What follows belongs to an exercise in optimizing a design on an open flow for small area; a production flow would make more cautious choices. RTL that was checked went through simulation tests only; none was proved equivalent to the original. No functional check of the RTL was part of run 3. No driver is modelled on the clock port, so clocking that relies on it looks cheaper here than on a real chip. Power figures rest on the tool's default switching activity, not on a simulated workload.

File: flow/config.mk
export PLATFORM = sky130hd
export DESIGN_NAME = msrv32_integer_file
export DESIGN_NICKNAME = msrv32_integer_file
export VERILOG_FILES = /design/flow/design.v
export SDC_FILE = /design/flow/constraint.sdc
export NUM_CORES = 4
export LEC_CHECK = 0
export CAP_MARGIN = 20
export CORE_MARGIN = 2
export CORE_UTILIZATION = 60
export SLEW_MARGIN = 20
export SYNTH_HIERARCHICAL = 1
File: flow/constraint.sdc
create_clock -name core_clock -period 8.0 [get_ports {ms_riscv32_mp_clk_in}]
set_input_delay 1.6000 -clock core_clock [delete_from_list [all_inputs] [get_ports {ms_riscv32_mp_clk_in}]]
set_output_delay 1.6000 -clock core_clock [all_outputs]
set_load 0.01 [all_outputs]
File: flow/design.v
module msrv32_integer_file (
    input ms_riscv32_mp_clk_in,
    input ms_riscv32_mp_rst_in,
    input [4:0] rs1_addr_in,
    input [4:0] rs2_addr_in,
    input [4:0] rd_addr_in,
    input wr_en_in,
    input [31:0] rd_in,
    output [31:0] rs1_out,
    output [31:0] rs2_out
);
    wire clk = ms_riscv32_mp_clk_in;
    wire rst = ms_riscv32_mp_rst_in;
    wire [3:0] wlo, r1lo, r2lo;
    wire [7:0] whi, r1hi, r2hi;
    genvar k;
    generate
        for (k = 0; k < 4; k = k + 1) begin : g_lo
            assign wlo[k]  = wr_en_in & (rd_addr_in[1:0] == k);
            assign r1lo[k] = (rs1_addr_in[1:0] == k);
            assign r2lo[k] = (rs2_addr_in[1:0] == k);
        end
        for (k = 0; k < 8; k = k + 1) begin : g_hi
            assign whi[k]  = (rd_addr_in[4:2] == k);
            assign r1hi[k] = (rs1_addr_in[4:2] == k);
            assign r2hi[k] = (rs2_addr_in[4:2] == k);
        end
    endgenerate
    reg  [31:1] valid;
    reg  [31:0] q  [1:31];
    wire [31:0] nx [1:31];
    wire [31:1] s1, s2;
    genvar i;
    generate
        for (i = 1; i < 32; i = i + 1) begin : g_reg
            wire hit = wlo[i % 4] & whi[i / 4];
            wire live = valid[i] | hit;
            wire we, hold;
            rf_and2 u_we (.a(wlo[i % 4]), .b(whi[i / 4]), .y(we));
            rf_or2 u_hold (.a(~wlo[i % 4]), .b(~whi[i / 4]), .y(hold));
            rf_wr u_wr (.we(we), .hold(hold), .d(rd_in), .q(q[i]), .nx(nx[i]));
            always @(posedge clk)
                q[i] <= nx[i];
            always @(posedge clk or posedge rst)
                if (rst)
                    valid[i] <= 1'b0;
                else
                    valid[i] <= live;
            rf_and3 u_s1 (.a(live), .b(r1lo[i % 4]), .c(r1hi[i / 4]), .y(s1[i]));
            rf_and3 u_s2 (.a(live), .b(r2lo[i % 4]), .c(r2hi[i / 4]), .y(s2[i]));
        end
    endgenerate
    rf_rd u_rd1 (.s(s1), .t1(nx[1]), .t2(nx[2]), .t3(nx[3]), .t4(nx[4]), .t5(nx[5]), .t6(nx[6]), .t7(nx[7]),
                 .t8(nx[8]), .t9(nx[9]), .t10(nx[10]), .t11(nx[11]), .t12(nx[12]), .t13(nx[13]), .t14(nx[14]), .t15(nx[15]),
                 .t16(nx[16]), .t17(nx[17]), .t18(nx[18]), .t19(nx[19]), .t20(nx[20]), .t21(nx[21]), .t22(nx[22]), .t23(nx[23]),
                 .t24(nx[24]), .t25(nx[25]), .t26(nx[26]), .t27(nx[27]), .t28(nx[28]), .t29(nx[29]), .t30(nx[30]), .t31(nx[31]),
                 .y(rs1_out));
    rf_rd u_rd2 (.s(s2), .t1(nx[1]), .t2(nx[2]), .t3(nx[3]), .t4(nx[4]), .t5(nx[5]), .t6(nx[6]), .t7(nx[7]),
                 .t8(nx[8]), .t9(nx[9]), .t10(nx[10]), .t11(nx[11]), .t12(nx[12]), .t13(nx[13]), .t14(nx[14]), .t15(nx[15]),
                 .t16(nx[16]), .t17(nx[17]), .t18(nx[18]), .t19(nx[19]), .t20(nx[20]), .t21(nx[21]), .t22(nx[22]), .t23(nx[23]),
                 .t24(nx[24]), .t25(nx[25]), .t26(nx[26]), .t27(nx[27]), .t28(nx[28]), .t29(nx[29]), .t30(nx[30]), .t31(nx[31]),
                 .y(rs2_out));
endmodule
module rf_and2 (input a, input b, output y);
    assign y = a & b;
endmodule
module rf_or2 (input a, input b, output y);
    assign y = a | b;
endmodule
module rf_and3 (input a, input b, input c, output y);
    assign y = a & b & c;
endmodule
module rf_wr (
    input we,
    input hold,
    input [31:0] d,
    input [31:0] q,
    output [31:0] nx
);
    assign nx = ({32{we}} & d) | ({32{hold}} & q);
endmodule
module rf_rd (
    input [31:1] s,
    input [31:0] t1, t2, t3, t4, t5, t6, t7, t8, t9, t10, t11, t12, t13, t14, t15,
    input [31:0] t16, t17, t18, t19, t20, t21, t22, t23, t24, t25, t26, t27, t28, t29, t30, t31,
    output [31:0] y
);
    wire [31:0] n [0:10];
    rf_aoi3 a0 (.s0(s[1]),  .s1(s[2]),  .s2(s[3]),  .a(t1),  .b(t2),  .c(t3),  .y(n[0]));
    rf_aoi3 a1 (.s0(s[4]),  .s1(s[5]),  .s2(s[6]),  .a(t4),  .b(t5),  .c(t6),  .y(n[1]));
    rf_aoi3 a2 (.s0(s[7]),  .s1(s[8]),  .s2(s[9]),  .a(t7),  .b(t8),  .c(t9),  .y(n[2]));
    rf_aoi3 a3 (.s0(s[10]), .s1(s[11]), .s2(s[12]), .a(t10), .b(t11), .c(t12), .y(n[3]));
    rf_aoi3 a4 (.s0(s[13]), .s1(s[14]), .s2(s[15]), .a(t13), .b(t14), .c(t15), .y(n[4]));
    rf_aoi3 a5 (.s0(s[16]), .s1(s[17]), .s2(s[18]), .a(t16), .b(t17), .c(t18), .y(n[5]));
    rf_aoi3 a6 (.s0(s[19]), .s1(s[20]), .s2(s[21]), .a(t19), .b(t20), .c(t21), .y(n[6]));
    rf_aoi3 a7 (.s0(s[22]), .s1(s[23]), .s2(s[24]), .a(t22), .b(t23), .c(t24), .y(n[7]));
    rf_aoi3 a8 (.s0(s[25]), .s1(s[26]), .s2(s[27]), .a(t25), .b(t26), .c(t27), .y(n[8]));
    rf_aoi3 a9 (.s0(s[28]), .s1(s[29]), .s2(s[30]), .a(t28), .b(t29), .c(t30), .y(n[9]));
    rf_nand1 a10 (.s0(s[31]), .a(t31), .y(n[10]));
    rf_nand11 u_or (.n0(n[0]), .n1(n[1]), .n2(n[2]), .n3(n[3]), .n4(n[4]), .n5(n[5]), .n6(n[6]), .n7(n[7]),
                    .n8(n[8]), .n9(n[9]), .n10(n[10]), .y(y));
endmodule
module rf_aoi3 (
    input s0, s1, s2,
    input [31:0] a, b, c,
    output [31:0] y
);
    assign y = ~(({32{s0}} & a) | ({32{s1}} & b) | ({32{s2}} & c));
endmodule
module rf_nand1 (
    input s0,
    input [31:0] a,
    output [31:0] y
);
    assign y = ~({32{s0}} & a);
endmodule
module rf_nand11 (
    input [31:0] n0, n1, n2, n3, n4, n5, n6, n7, n8, n9, n10,
    output [31:0] y
);
    assign y = ~(n0 & n1 & n2 & n3 & n4 & n5 & n6 & n7 & n8 & n9 & n10);
endmodule
File: flow/flow/run.sh
#!/bin/bash
# The standard ORFS layout (standard.sh, unchanged synthesis), with changes that only make it
# smaller: plain buf_1 cells as the port buffers; a clock tree of clkbuf_8 cells without dummy
# loads, whose slowest leaf buffers clkfix.tcl upsizes; and, after the clock tree, downsize.tcl
# swaps logic cells for smaller ones of the same function where slew (below half the limit)
# and slack allow.
set -euo pipefail
bash standard.sh \
  "BUFFER_PORTS_ARGS=-buffer_cell sky130_fd_sc_hd__buf_1" \
  "CTS_ARGS=-sink_clustering_enable -repair_clock_nets -dont_use_dummy_load -buf_list sky130_fd_sc_hd__clkbuf_8 -sink_clustering_size 16 -sink_clustering_max_diameter 60" \
  "POST_CTS_TCL=$(pwd)/flow/post_cts.tcl" \
  finish > standard_flow.log 2>&1
File: flow/flow/clkfix.tcl
# Upsize clock-tree buffers whose sinks see a slow clock edge.
proc clkfix_pass { thr } {
  estimate_parasitics -placement
  set n 0
  foreach inst [[ord::get_db_block] getInsts] {
    set mname [[$inst getMaster] getName]
    if {![regexp {^sky130_fd_sc_hd__clkbuf_(\d+)$} $mname -> sz]} { continue }
    set onet ""
    foreach it [$inst getITerms] {
      if {[$it isOutputSignal]} { set onet [$it getNet] }
    }
    if {$onet eq "" || [$onet getSigType] ne "CLOCK"} { continue }
    set worst 0
    foreach it [$onet getITerms] {
      if {[$it isInputSignal]} {
        set p [get_pins [[$it getInst] getName]/[[$it getMTerm] getName]]
        set s [get_property $p slew_max]
        if {$s > $worst} { set worst $s }
      }
    }
    if {$worst > $thr} {
      set next [dict get {1 2 2 4 4 8 8 16 16 16} $sz]
      if {$next != $sz} {
        replace_cell [$inst getName] sky130_fd_sc_hd__clkbuf_$next
        incr n
      }
    }
  }
  return $n
}
set thr [expr {[info exists ::env(CLKFIX_SLEW)] ? $::env(CLKFIX_SLEW) : 0.105}]
for {set i 0} {$i < 4} {incr i} {
  set n [clkfix_pass $thr]
  puts "clkfix: pass $i upsized $n clock buffers"
  if {$n == 0} { break }
}
detailed_placement
check_placement -verbose
estimate_parasitics -placement
File: flow/flow/downsize.tcl
# Greedy area recovery: swap each logic cell for a smaller-area cell of the same family
# (same function, lower drive) when the slew on every net it drives stays well inside the
# library limit (or no worse than before), no capacitance limit is broken, and setup slack
# stays above a margin.
set ds_frac [expr {[info exists ::env(DOWNSIZE_FRAC)] ? $::env(DOWNSIZE_FRAC) : 0.6}]
set ds_wns  [expr {[info exists ::env(DOWNSIZE_WNS)] ? $::env(DOWNSIZE_WNS) : 0.3}]
if {[info exists ::env(DOWNSIZE_GRT)]} { estimate_parasitics -global_routing } else { estimate_parasitics -placement }

proc ds_area {m} { return [expr {[$m getWidth] * [$m getHeight]}] }

proc ds_net_slew {net} {
  set w 0
  foreach it [$net getITerms] {
    set pin [get_pins -quiet "[[$it getInst] getName]/[[$it getMTerm] getName]"]
    if {$pin eq ""} { continue }
    set s [get_property $pin slew_max]
    if {$s > $w} { set w $s }
  }
  return $w
}

set block [ord::get_db_block]
set db [ord::get_db]
set changed 0
set saved 0.0
set base_cap [sta::max_capacitance_violation_count]
set base_slew [sta::max_slew_violation_count]
foreach inst [$block getInsts] {
  set m [$inst getMaster]
  set mname [$m getName]
  if {![regexp {^(sky130_fd_sc_hd__[a-z0-9]+)_(\d+)$} $mname -> fam sz]} { continue }
  if {[regexp {__(df|ed|sd|dl|tap|fill|decap|conb|diode)} $mname]} { continue }
  if {$sz <= 1} { continue }
  set outs {}
  set isclk 0
  foreach it [$inst getITerms] {
    set n [$it getNet]
    if {$n eq "NULL"} { continue }
    if {[$n getSigType] eq "CLOCK"} { set isclk 1 }
    if {[$n getSigType] eq "SIGNAL" && [$it isOutputSignal]} { lappend outs $n }
  }
  if {$isclk || [llength $outs] == 0} { continue }
  set old {}
  foreach n $outs { lappend old [ds_net_slew $n] }
  set cands {}
  foreach s {16 12 8 6 4 3 2 1 0} {
    if {$s >= $sz} { continue }
    set cm [$db findMaster "${fam}_$s"]
    if {$cm eq "NULL"} { continue }
    if {[ds_area $cm] >= [ds_area $m]} { continue }
    lappend cands $cm
  }
  if {[llength $cands] == 0} { continue }
  set best ""
  foreach cm [lsort -command {apply {{a b} {expr {[$a getWidth]*[$a getHeight] < [$b getWidth]*[$b getHeight] ? -1 : 1}}}} $cands] {
    replace_cell [$inst getName] [$cm getName]
    set ok 1
    foreach n $outs o $old {
      set s [ds_net_slew $n]
      if {$s > $ds_frac * 1.5 && $s > $o + 0.005} { set ok 0; break }
    }
    if {$ok && [sta::max_capacitance_violation_count] > $base_cap} { set ok 0 }
    if {$ok && [sta::max_slew_violation_count] > $base_slew} { set ok 0 }
    if {$ok && [expr {[sta::worst_slack_cmd max] * 1e9}] < $ds_wns} { set ok 0 }
    if {$ok} { set best $cm; break }
  }
  if {$best eq ""} {
    replace_cell [$inst getName] $mname
  } else {
    incr changed
    set saved [expr {$saved + ([ds_area $m] - [ds_area $best]) / 1e6}]
  }
}
puts "downsize: $changed cells smaller, [format %.1f $saved] um2 saved"
report_check_types -max_slew -max_capacitance -violators
File: flow/flow/post_cts.tcl
set ::env(DOWNSIZE_FRAC) 0.5
source [file join [file dirname [info script]] clkfix.tcl]
source [file join [file dirname [info script]] downsize.tcl]
detailed_placement
check_placement -verbose
File: flow/standard.sh
#!/bin/bash
# synth_recipe.tcl (not shown) runs the flow's synth.tcl, then flattens the netlist and writes it again
# the make line also repeats each setting of config.mk as NAME=value (left out here)
make -C /OpenROAD-flow-scripts/flow DESIGN_CONFIG=/design/flow/config.mk WORK_HOME=/design/flow/orfs CLKGATE_MAP_FILE= SYNTH_SCRIPT=/design/flow/synth_recipe.tcl "${@:-finish}"
==> results of run 1 <==
-- kinds of logic (layout without fill, tap and decap cells) --
group | count (synthesis) | after routing | share of synthesized area [%]
AO/OA/AOI/OAI | 1663 | 1663 | 36.0
flip-flops | 1023 | 1023 | 48.3
AND/OR/NAND/NOR | 482 | 482 | 6.62
buffers and inverters | 388 | 370 | 9.07
other | 0 | 9 | 0
-- per-module statistics from Yosys (local to each module, per instance), a selection --
| module | cell area, sq um | flip-flops and latches |
|---|---|---|
| rf_nand11 | 761 | 0 |
| msrv32_integer_file | 21200 | 1023 |
| rf_aoi3 | 403 | 0 |
| rf_nand1 | 154 | 0 |
| rf_and3 | 6.26 | 0 |
| rf_wr | 350 | 0 |
| rf_or2 | 6.26 | 0 |
| rf_and2 | 6.26 | 0 |
-- worst max path at each step --
stage | startpoint | endpoint | depth (start not counted)
6_report | wr_en_in | rs1_out[24] | 10
3_5_place_dp | wr_en_in | rs1_out[24] | 10
3_3_place_gp | rd_addr_in[1] | rs1_out[24] | 10
5_1_grt | wr_en_in | rs1_out[24] | 10
2_1_floorplan | rd_addr_in[1] | rs1_out[21] | 8
-- per-stage QoR --
stage	utilization [%]	hold WS, ps	cell area, sq um
5_1_grt	60.6	499	42600
2_1_floorplan	-	429	42700
3_3_place_gp	59.5	456	41800
3_5_place_dp	59.5	456	41800
6_report	60.7	482	42600
-- registers in the layout, summed over array words and instances, names as in the netlist --
| register | flops |
|---|---|
| q | 992 |
| valid | 31 |
-- area by class of cell --
| type | count | area [sq um] | share of cell area, % |
|---|---|---|---|
| sequential | 1023 | 20600 | 48.4 |
| multi-input combinational | 2145 | 18200 | 42.6 |
| timing repair buffer | 279 | 1410 | 3.31 |
| tap | 940 | 1180 | 2.76 |
| clock buffer | 78 | 1170 | 2.76 |
| inverter | 13 | 48.8 | 0.114 |
| antenna | 9 | 22.5 | 0.0528 |
-- cells in the mapped netlist --
cell type	number
o21bai_1	16
dfxtp_1	992
a222oi_1	640
nor3b_4	3
clkbuf_2	3
and3b_1	6
buf_6	312
and3_1	65
dfrtp_1	31
buf_2	60
nand4_1	128
nor3_2	1
or2_1	31
nor2b_1	4
nor3b_1	6
or3_1	64
inv_1	13
nor2_1	4
a22o_2	62
nor3_1	2
nand2_1	66
a22o_1	930
nand3_1	65
nor3b_2	1
and2_1	33
nand3b_1	3
a21o_1	15
-- placed cells by master, fill, tap and decap left out, types with 6 or more instances in the layout --
| cell type | instances |
|---|---|
| diode_2 | 9 |
| or3_1 | 64 |
| a222oi_1 | 640 |
| nand2_1 | 66 |
| a21o_1 | 15 |
| nand3_1 | 65 |
| buf_2 | 68 |
| and3_2 | 17 |
| inv_1 | 13 |
| and2_1 | 26 |
| nor3b_1 | 6 |
| and3_1 | 48 |
| nand4_1 | 128 |
| clkbuf_16 | 9 |
| clkbuf_2 | 35 |
| or2_1 | 30 |
| a22o_1 | 992 |
| o21bai_1 | 16 |
| dfxtp_1 | 992 |
| and2_2 | 6 |
| dfrtp_1 | 31 |
| and3b_1 | 6 |
| clkbuf_8 | 69 |
| buf_1 | 134 |
| buf_4 | 35 |
-- layer usage --
metal,GRT usage (%),wire length (um),up-vias
met5,2.17,192,-
met4,28.9,13000,18
met3,20.8,32200,964
met2,68.0,76000,4216
met1,61.4,66500,19500
li1,-,-,15400
-- worst max-delay path, cell delays in order --
cell      delay [ps]
buf_1            120
nor3b_2          550
inv_1            400
or2_1            650
buf_1            490
a22o_1           370
a222oi_1         450
nand4_1          530
or3_1            550
buf_1            140
-- power groups by stage --
| stage | Sequential, mW | Combinational (mW) | Clock (mW) |
|---|---|---|---|
| after global placement | 6.45 | 1.94 | 0 |
| final | 6.38 | 2.15 | 2.68 |
| after global routing | 6.45 | 2.24 | 2.84 |
| after floorplan | 6.39 | 1.44 | 0 |
| after detailed placement | 6.47 | 2.04 | 0 |
==> impl_metrics.csv, run 1 <==
group,metric,value,unit
timing,maxSlewViolCount,0,
clock_network,clkLatencyLatePin,630,ps
timing,fmax,0.134,GHz
routing,firstDrtPassIters,15,
pwr,p_total,11.2,mW
timing,finalCriticalPeriod,7470,ps
floorplan,design.core.area,0.0703,sq mm
synth,yosysTopAreaCell,"dfxtp_1",
synth,synth_cells,3556,
timing,clock_skew,0,ps
finish,nFillCells,5826,
routing,vias,40100,
floorplan,io_pins,114,
pwr,seqPwrFrac,56.9,%
routing,drtAntennaViolNets,0,
synth,synth_area,0.0427,sq mm
pwr,power.density,263,mW/mm^2
pwr,intPower,7.90,mW
synth,yosys.area.top_type_share,46.5,%
synth,avgSynthCellArea,12.0,sq um
floorplan,dieArea,0.0734,sq mm
grt,grtUsageTotal,48.5,%
pwr,power_frac_clock,23.9,%
floorplan,start_util,60.8,%
grt,grt_max_degree,33,
min_path,hold_start,"valid[11]",
min_path,min_to,"valid[11]",
critical_path,arrival,5870,ps
finish,nNetsFinal,3590,
pwr,p_switching,3.32,mW
routing,wl_per_cell,41.9,um
placed_design,port_buffers,113,
timing,rsz0062_at_grt,"false",
run_status,status,"finished clean",
routing,viasPerCell,8.93,
clock_network,clk_pin_slew,70,ps
pwr,leakagePower,17.4,nW
critical_path,crit_path_start_kind,"input pin",
timing,max_slew_margin,14.6,%
timing,setup_viol,0,
pwr,peakVddDrop,0.000175,V
critical_path,reg2reg_depth,1,
placed_design,pre_cts_ws,1030,ps
grt,antenna_found_initial,16,
timing,hold_viol,0,
pwr,p_sw_share,29.6,%
job,drv_cap,0,
min_path,holdPathStages,1,
synth,synth_seq_cells,1023,
critical_path,critical_path_class,"in -> out",
critical_path,r2r-start,"valid[25]",
timing,setup_slack,530,ps
clock_network,clock-sinks,1023,
critical_path,crit_path_end_kind,"output pin",
critical_path,cp_max_fo,13,
finish,syn_to_final_growth,-0.258,%
floorplan,die_h,271,um
timing,fin_tns_setup,0,ps
placed_design,gp_congestion,0.978,
placed_design,dp_hpwl,113000,um
finish,final_cells,4487,
pwr,combPwrFrac,19.2,%
grt,grt_overflow,0,
timing,worstMarginPinSlew,1280,ps
synth,yosysWarnings,10,
critical_path,reg2reg_slack,7240,ps
clock_network,cts_tree,"yes",
synth,synthTopCellsByArea,"dfxtp_1, a22o_1, a222oi_1, buf_6, nand4_1",
critical_path,cp.required,6400,ps
synth,syn_nets,3606,
routing,drt_iter0_markers,12100,
grt,grt_pass1_vias,37900,
routing,drc_errors,0,
critical_path,r2r_end,"valid[25]",
timing,finalCritPeriodShare,93.4,%
synth,synth.distinct_cells,27,
finish,drive_above_1_share,7.09,%
grt,grt_pass1_wl,265000,um
floorplan,row_count,97,
placed_design,dp_cells,4394,
floorplan,fp.dieW,271,um
min_path,hold_class,"reg -> reg",
synth,seq_area_frac_synth,48.3,%
routing,routed_wl,188000,um
==> run 2: changes to the inputs <==
==> flow/flow/run.sh (replaced) <==
#!/bin/bash
# The standard ORFS layout (standard.sh, unchanged synthesis), with changes that only make it
# smaller: plain buf_1 cells as the port buffers; a clock tree of clkbuf_8 cells without dummy
# loads, whose slowest leaf buffers clkfix.tcl upsizes; and, after the clock tree, downsize.tcl
# swaps logic cells for smaller ones of the same function where slew and slack allow,
# and post_grt.tcl repeats that after global route.
set -euo pipefail
bash standard.sh \
  "BUFFER_PORTS_ARGS=-buffer_cell sky130_fd_sc_hd__buf_1" \
  "CTS_ARGS=-sink_clustering_enable -repair_clock_nets -dont_use_dummy_load -buf_list sky130_fd_sc_hd__clkbuf_8 -sink_clustering_size 16 -sink_clustering_max_diameter 60" \
  "POST_CTS_TCL=$(pwd)/flow/post_cts.tcl" \
  "POST_GLOBAL_ROUTE_TCL=$(pwd)/flow/post_grt.tcl" \
  finish > standard_flow.log 2>&1
==> flow/flow/post_cts.tcl (replaced) <==
source [file join [file dirname [info script]] clkfix.tcl]
source [file join [file dirname [info script]] downsize.tcl]
detailed_placement
check_placement -verbose
==> flow/flow/post_grt.tcl (new file) <==
# After global route and its repairs: a second downsizing pass with global-route parasitics.
set ::env(DOWNSIZE_GRT) 1
source [file join [file dirname [info script]] downsize.tcl]
==> impl_metrics.csv, run 2 <==
group,metric,value,unit
routing,routed_wl,188000,um
timing,maxSlewViolCount,21,
routing,routed-wl-met2,75900,um
timing,hold_viol,0,
grt,grtUsageTotal,48.5,%
grt,grt_pass1_vias,37900,
synth,seq_area_frac_synth,48.3,%
clock_network,clkLatencyLatePin,640,ps
synth,synth_edf_count,0,
finish,largestRegisters,"q: 992 flops, valid: 31 flops",
placed_design,port_buffers,113,
finish,nNetsFinal,3592,
critical_path,worst_path_max_delay_cell,"or3_1",
routing,wl_per_cell,41.9,um
min_path,hold_class,"reg -> reg",
critical_path,cpPeakStageDelay,580,ps
floorplan,io_pins,114,
synth,yosys-top-cells-count,"dfxtp_1, a22o_1, a222oi_1",
floorplan,start_util,60.8,%
finish,final_cells,4486,
synth,synth_seq_cells,1023,
routing,drtAntennaViolNets,0,
run_status,status,"failed layout checks",
timing,holdWs,482,ps
synth,yosys.area.top_type_share,46.5,%
critical_path,crit_path_start_kind,"input pin",
critical_path,crit_start,"rd_addr_in[0]",
critical_path,reg2reg_depth,1,
synth,synthTopCellsByArea,"dfxtp_1, a22o_1, a222oi_1, buf_6, nand4_1",
grt,grt_overflow,0,
placed_design,dp_cells,4394,
routing,viasPerCell,8.94,
timing,finalCriticalPeriod,7620,ps
synth,yosysTopAreaCell,"dfxtp_1",
clock_network,clk_pin_slew,70,ps
synth,ys.flop_type,"dfxtp_1",
floorplan,dieArea,0.0734,sq mm
timing,max_slew_margin,-17.3,%
critical_path,critical_path_class,"in -> out",
pwr,peakVddDrop,0.000174,V
synth,syn_nets,3606,
synth,synthArstFlopShare,3.03,%
grt,antenna_found_initial,16,
routing,vias,40100,
timing,fin_tns_setup,0,ps
placed_design,dp_hpwl,113000,um
finish,largest_reg_flops,992,
critical_path,cp_max_fo,14,
critical_path,reg2reg_slack,7230,ps
floorplan,fp.dieW,271,um
routing,top_layer,"met5",
clock_network,clock-sinks,1023,
routing,wl_met3,32600,um
synth,synth_cells,3556,
timing,setup_viol,0,
pwr,leakagePower,17.4,nW
critical_path,crit_end,"rs1_out[27]",
pwr,power.density,264,mW/mm^2
clock_network,cts_tree,"yes",
synth,yosysWarnings,10,
routing,firstDrtPassIters,12,
timing,clock_skew,0,ps
job,drv_cap,1,
floorplan,die_h,271,um
critical_path,arrival,6020,ps
routing,wl_met1,66200,um
pwr,p_total,11.2,mW
critical_path,cp.required,6400,ps
timing,fmax,0.131,GHz
grt,grt_pass1_wl,265000,um
critical_path,r2r-start,"valid[25]",
routing,drc_errors,0,
critical_path,crit_path_end_kind,"output pin",
timing,worstMarginPinSlew,1760,ps
synth,synth.distinct_cells,27,
placed_design,gp_congestion,0.978,
finish,drive_above_1_share,6.69,%
finish,regMostFlops,"q",
synth,yosysMostFrequentCell,"dfxtp_1",
critical_path,crit_chain,"buf_1 > and3b_1 > inv_1 > or2_1 > clkbuf_1 > buf_2 > a22o_1 > a222oi_1 > nand4_1 > or3_1 > buf_1",
finish,syn_to_final_growth,-0.638,%
finish,final_cell_mix,"a22o_1, dfxtp_1, a222oi_1, buf_1, nand4_1",
floorplan,row_count,97,
critical_path,path_common_cell,"buf_1",
run_status,violations,"max-capacitance violations, max-slew violations",
synth,avgSynthCellArea,12.0,sq um
grt,grt_max_degree,33,
routing,drt_iter0_markers,11700,
critical_path,r2r_end,"valid[25]",
synth,synth_area,0.0427,sq mm
floorplan,design.core.area,0.0703,sq mm
timing,finalCritPeriodShare,95.3,%
[run 2: cell counts after synthesis]
No cell type changed its count.
[run 2: Yosys stat by module (local to each module, per instance), excerpt]
module / times used / flip-flops and latches
rf_wr: 31 / 0
rf_nand1: 2 / 0
msrv32_integer_file: 1 / 1023
rf_nand11: 2 / 0
rf_and3: 62 / 0
rf_aoi3: 20 / 0
rf_or2: 31 / 0
[run 2: worst min path at each step]
stage / from / to / slack (ps) / depth (start not counted)
after floorplan: valid[10] / valid[10] / 430 / 1
after global placement: valid[11] / valid[11] / 460 / 1
after detailed placement: valid[11] / valid[11] / 460 / 1
final: valid[11] / valid[11] / 480 / 1
[run 2: kinds of logic after synthesis]
logic type	after synthesis	share of synthesized area, %
AOI/OAI and AO/OA	1663	36.0
buffers and inverters	388	9.07
DFF	1023	48.3
and+or+nand+nor	482	6.62
[run 2: final cells by class]
cell class	instances	area, sq um
Inverter	13	48.8
Multi-Input combinational cell	2145	18200
Sequential cell	1023	20600
Clock buffer	78	1170
Fill cell	5862	27800
Antenna cell	6	15.0
Timing Repair Buffer	281	1270
Tap cell	940	1180
[run 2: stage by stage]
step | cell area [sq um] | setup slack, ps | util [%]
6_report | 42500 | 378 | 60.4
3_3_place_gp | 41800 | 1190 | 59.5
3_5_place_dp | 41800 | 1030 | 59.5
2_1_floorplan | 42700 | 2750 | -
[run 2: where the power goes]
group | switching (mW) | leakage [nW] | internal, mW | total [mW]
registers | 0.284 | 8.61 | 6.09 | 6.38
logic | 1.33 | 8.15 | 0.820 | 2.15
clock network | 1.69 | 0.607 | 0.984 | 2.68
[run 2: worst max-delay path, delay by kind of cell]
family | cells | cell delay (ps)
AND/OR/NAND/NOR | 4 | 2160
AO/OA/AOI/OAI | 2 | 690
buffers and inverters | 5 | 1560
[run 2: layer usage]
layer / track usage [%] / vias to the layer above
met3: 20.8 / 976
li1: - / 15400
met1: 61.5 / 19600
met5: 1.97 / -
met2: 67.9 / 4138
met4: 29.0 / 18
==> run 3: changes to the inputs <==
==> flow/design.v (replaced) <==
module msrv32_integer_file (
    input ms_riscv32_mp_clk_in,
    input ms_riscv32_mp_rst_in,
    input [4:0] rs1_addr_in,
    input [4:0] rs2_addr_in,
    input [4:0] rd_addr_in,
    input wr_en_in,
    input [31:0] rd_in,
    output reg [31:0] rs1_out,
    output reg [31:0] rs2_out
);
    reg [31:0] register_file [31:0];
    always @(posedge ms_riscv32_mp_clk_in or posedge ms_riscv32_mp_rst_in) begin
        if (ms_riscv32_mp_rst_in) begin
            for (integer i = 0; i < 32; i = i + 1) begin
                register_file[i] <= 32'b0;
            end
        end else if (wr_en_in && rd_addr_in != 5'b00000) begin
            register_file[rd_addr_in] <= rd_in;
        end
    end
    always @(*) begin
        if (wr_en_in && rd_addr_in != 5'b00000 && rs1_addr_in == rd_addr_in) 
            rs1_out = rd_in;
        else
            rs1_out = register_file[rs1_addr_in];
        if (wr_en_in && rd_addr_in != 5'b00000 && rs2_addr_in == rd_addr_in) 
            rs2_out = rd_in;
        else
            rs2_out = register_file[rs2_addr_in];
    end
endmodule
==> flow/run.sh (new file) <==
#!/bin/bash
# synth_recipe.tcl (not shown) runs the flow's synth.tcl, then flattens the netlist and writes it again
# the make line also repeats each setting of config.mk as NAME=value (left out here)
make -C /OpenROAD-flow-scripts/flow DESIGN_CONFIG=/design/flow/config.mk WORK_HOME=/design/flow/orfs CLKGATE_MAP_FILE= SYNTH_SCRIPT=/design/flow/synth_recipe.tcl finish
--- a/flow/config.mk
+++ b/flow/config.mk
@@ -8,5 +8,4 @@
 export CAP_MARGIN = 20
 export CORE_MARGIN = 2
-export CORE_UTILIZATION = 60
+export CORE_UTILIZATION = 40
 export SLEW_MARGIN = 20
-export SYNTH_HIERARCHICAL = 1
removed: flow/flow/run.sh
removed: flow/flow/clkfix.tcl
removed: flow/flow/downsize.tcl
removed: flow/flow/post_cts.tcl
removed: flow/flow/post_grt.tcl
removed: flow/standard.sh
==> impl_metrics.csv, run 3 <==
group,metric,value,unit
placed_design,placed_cell_area,0.0563,sq mm
routing,drtAntennaViolNets,0,
clock_network,htreeDepth,3,
floorplan,start_util,40.4,%
critical_path,cp_num_buf_inv,3,
timing,worstMarginPinSlew,1360,ps
placed_design,pre_cts_ws,995,ps
floorplan,design.core.area,0.130,sq mm
clock_network,post_cts_buffers,0,
synth,synth_cells,4544,
synth,yosys.area.top_type_share,48.8,%
finish,nFillCells,12100,
synth,seq_area_frac_synth,48.8,%
pwr,p_total,15.2,mW
clock_network,cts_tree,"yes",
clock_network,clk_pin_slew,60,ps
finish,drive_above_1_share,34.4,%
timing,fin_tns_setup,0,ps
finish,nNetsFinal,4590,
timing,finalCritPeriodShare,91.3,%
finish,final_cells,6397,
grt,grt_pass1_vias,45700,
synth,yosys-top-cells-count,"dfrtp_1, mux2_2, a22oi_1",
finish,multi_input_area,0.0253,sq mm
synth,yosysWarnings,2,
synth,synth_edf_count,0,
routing,drt_iter0_markers,10600,
grt,grt_overflow,0,
placed_design,gp_congestion,1.02,
floorplan,row_count,132,
pwr,leakagePower,26.7,nW
floorplan,die_h,366,um
finish,syn_to_final_growth,15.2,%
routing,firstDrtPassIters,11,
clock_network,clock-sinks,1024,
finish,largestRegisters,"register_file: 1024 flops",
clock_network,cts_resized,0,
timing,setup_slack,699,ps
routing,routed_wl,286000,um
synth,synth_seq_cells,1024,
routing,vias,48900,
critical_path,crit_path_start_kind,"input pin",
clock_network,cts_hold_buffers,0,
finish,final_cell_mix,"dfrtp_1, mux2_2, a22oi_1, and3_1, buf_4",
synth,synthArstFlopShare,100,%
placed_design,dp_hpwl,172000,um
floorplan,io_pins,114,
placed_design,port_buffers,113,
routing,wl_per_cell,44.8,um
synth,avgSynthCellArea,11.5,sq um
clock_network,clk_path_buf_depth,3,
timing,clock_skew,0,ps
clock_network,cts-root-buf,"clkbuf_16",
timing,maxSlewViolCount,0,
synth,synth_area,0.0525,sq mm
critical_path,arrival,5700,ps
critical_path,worst_path_max_delay_cell,"nor2_4",
pwr,power.density,252,mW/mm^2
timing,setup_viol,0,
critical_path,cp.required,6400,ps
synth,yosysTopAreaCell,"dfrtp_1",
critical_path,critPathTopFamily,"simple AND/OR/NAND/NOR gates",
synth,syn_nets,4594,
grt,grt_pass1_wl,384000,um
finish,final_cell_area,0.0604,sq mm
grt,antenna_found_initial,39,
synth,yosysMostFrequentCell,"dfrtp_1",
timing,finalCriticalPeriod,7300,ps
pwr,peakVddDrop,0.000168,V
synth,ys.flop_type,"dfrtp_1",
timing,rsz0062_at_grt,"false",
floorplan,fp.dieW,366,um
timing,hold_viol,0,
clock_network,clkLatencyLatePin,760,ps
critical_path,cpPeakStageDelay,1090,ps
finish,regMostFlops,"register_file",
clock_network,numCtsBuffers,112,
finish,largest_reg_flops,1024,
critical_path,crit_chain,"buf_2 > or3b_1 > nor2_4 > buf_4 > a22oi_1 > nand3_1 > nor4_1 > a21oi_1 > clkdlybuf4s50_1",
job,drv_cap,0,
finish,ff_latch_area,0.0256,sq mm
min_path,hold_class,"reg -> reg",
routing,viasPerCell,7.65,
grt,grt_max_degree,159,
finish,fin_util,46.5,%
timing,max_slew_margin,9.18,%
floorplan,dieArea,0.134,sq mm
synth,synthTopCellsByArea,"dfrtp_1, mux2_2, a22oi_1, and3_1, buf_2",
critical_path,critical_path_class,"in -> out",
synth,synth.distinct_cells,77,
critical_path,cp_max_fo,32,
critical_path,crit_path_end_kind,"output pin",
finish,final_common_cell,"dfrtp_1",
grt,grtUsageTotal,41.1,%
timing,fmax,0.137,GHz
run_status,status,"finished clean",
routing,drc_errors,0,
placed_design,dp_cells,6165,
timing,holdWs,398,ps
## run 3: changes by cell type in the layout (fill, tap and decap cells not counted), moves of 631 or more
cell and change:
a222oi_1 -631, a22oi_1 +676, dfrtp_1 +993, mux2_2 +982
dfxtp_1 -992, a22o_1 -968
## run 3: routing by layer
layer	share of wire (%)	vias to the layer above	GRT usage, %
met3	17	1740	20.3
met2	38	5235	54.5
li1	-	17500	-
met4	8.7	35	26.4
met5	0.11	-	0.142
met1	36	24400	52.4
## run 3: report_power, final
group	leakage, nW	switching [mW]	internal [mW]
Combinational	11.6	1.13	1.11
Clock	1.97	2.34	3.39
Sequential	13.1	1.09	6.16
Total	26.7	4.56	10.7
## run 3: path summary, 6_finish.rpt
path,to,slack (ps),cells after the start,start
max,rs1_out[7],700,9,rs1_addr_in[0]
min in group asynchronous,register_file[29][28],1340,2,ms_riscv32_mp_rst_in
min reg2reg,register_file[0][26],400,0,register_file[0][26]
max in group asynchronous,register_file[26][14],4770,4,ms_riscv32_mp_rst_in
max reg2reg,register_file[9][4],7040,1,register_file[9][4]
min,register_file[0][26],400,0,register_file[0][26]
## run 3: area by class of cell
type	count	area share, %
sequential	1024	42.4
multi-input combinational	3026	41.8
clock buffer	162	5.48
timing repair buffer	365	5.37
tap	1742	3.61
clock inverter	45	1.18
antenna	22	0.0911
inverter	11	0.0745
## run 3: kinds of logic (layout without fill, tap and decap cells)
kind of cell	after synthesis	after routing	synth area share (%)
flip-flops	1024	1024	48.8
multiplexers	994	994	21.3
buffers and inverters	494	583	4.27
XOR/XNOR	10	10	0.167
AO/OA/AOI/OAI	1038	1038	14.8
AND/OR/NAND/NOR	984	984	10.6
other	0	22	0

==> static timing again, ports no longer ideal <==
The results above use ideal ports. As a check the final layouts listed here were re-extracted and re-timed, cells and wires unchanged.
Step 1: set_driving_cell puts a clkbuf_16 on ms_riscv32_mp_clk_in and a buf_2 on each other input, an assumption about the parent block.
Step 2 adds t to the input delays and takes it off the output delays; t is the mean of the earliest and latest rising clock arrival at the registers after step 1. Input paths then give back, and output paths get back, about the clock's delay inside the block.
Slacks: ideal ports / drivers / drivers and shift; pairs: ideal ports / drivers.
| run | t, ns | setup WS [ns] | worst slew at a driven data input, ns |
|---|---|---|---|
| run 1 | 0.683 | 0.530 / 0.503 / 0.503 | 0.14 |
| run 2 | 0.683 | 0.378 / 0.347 / 0.347 | 0.14 |
| run 3 | 0.853 | 0.699 / 0.617 / 0.617 | 0.15 |
For run 3, which loses most, drivers alone change the setup slack by -0.082 ns; drivers and shift together by -0.082 ns.
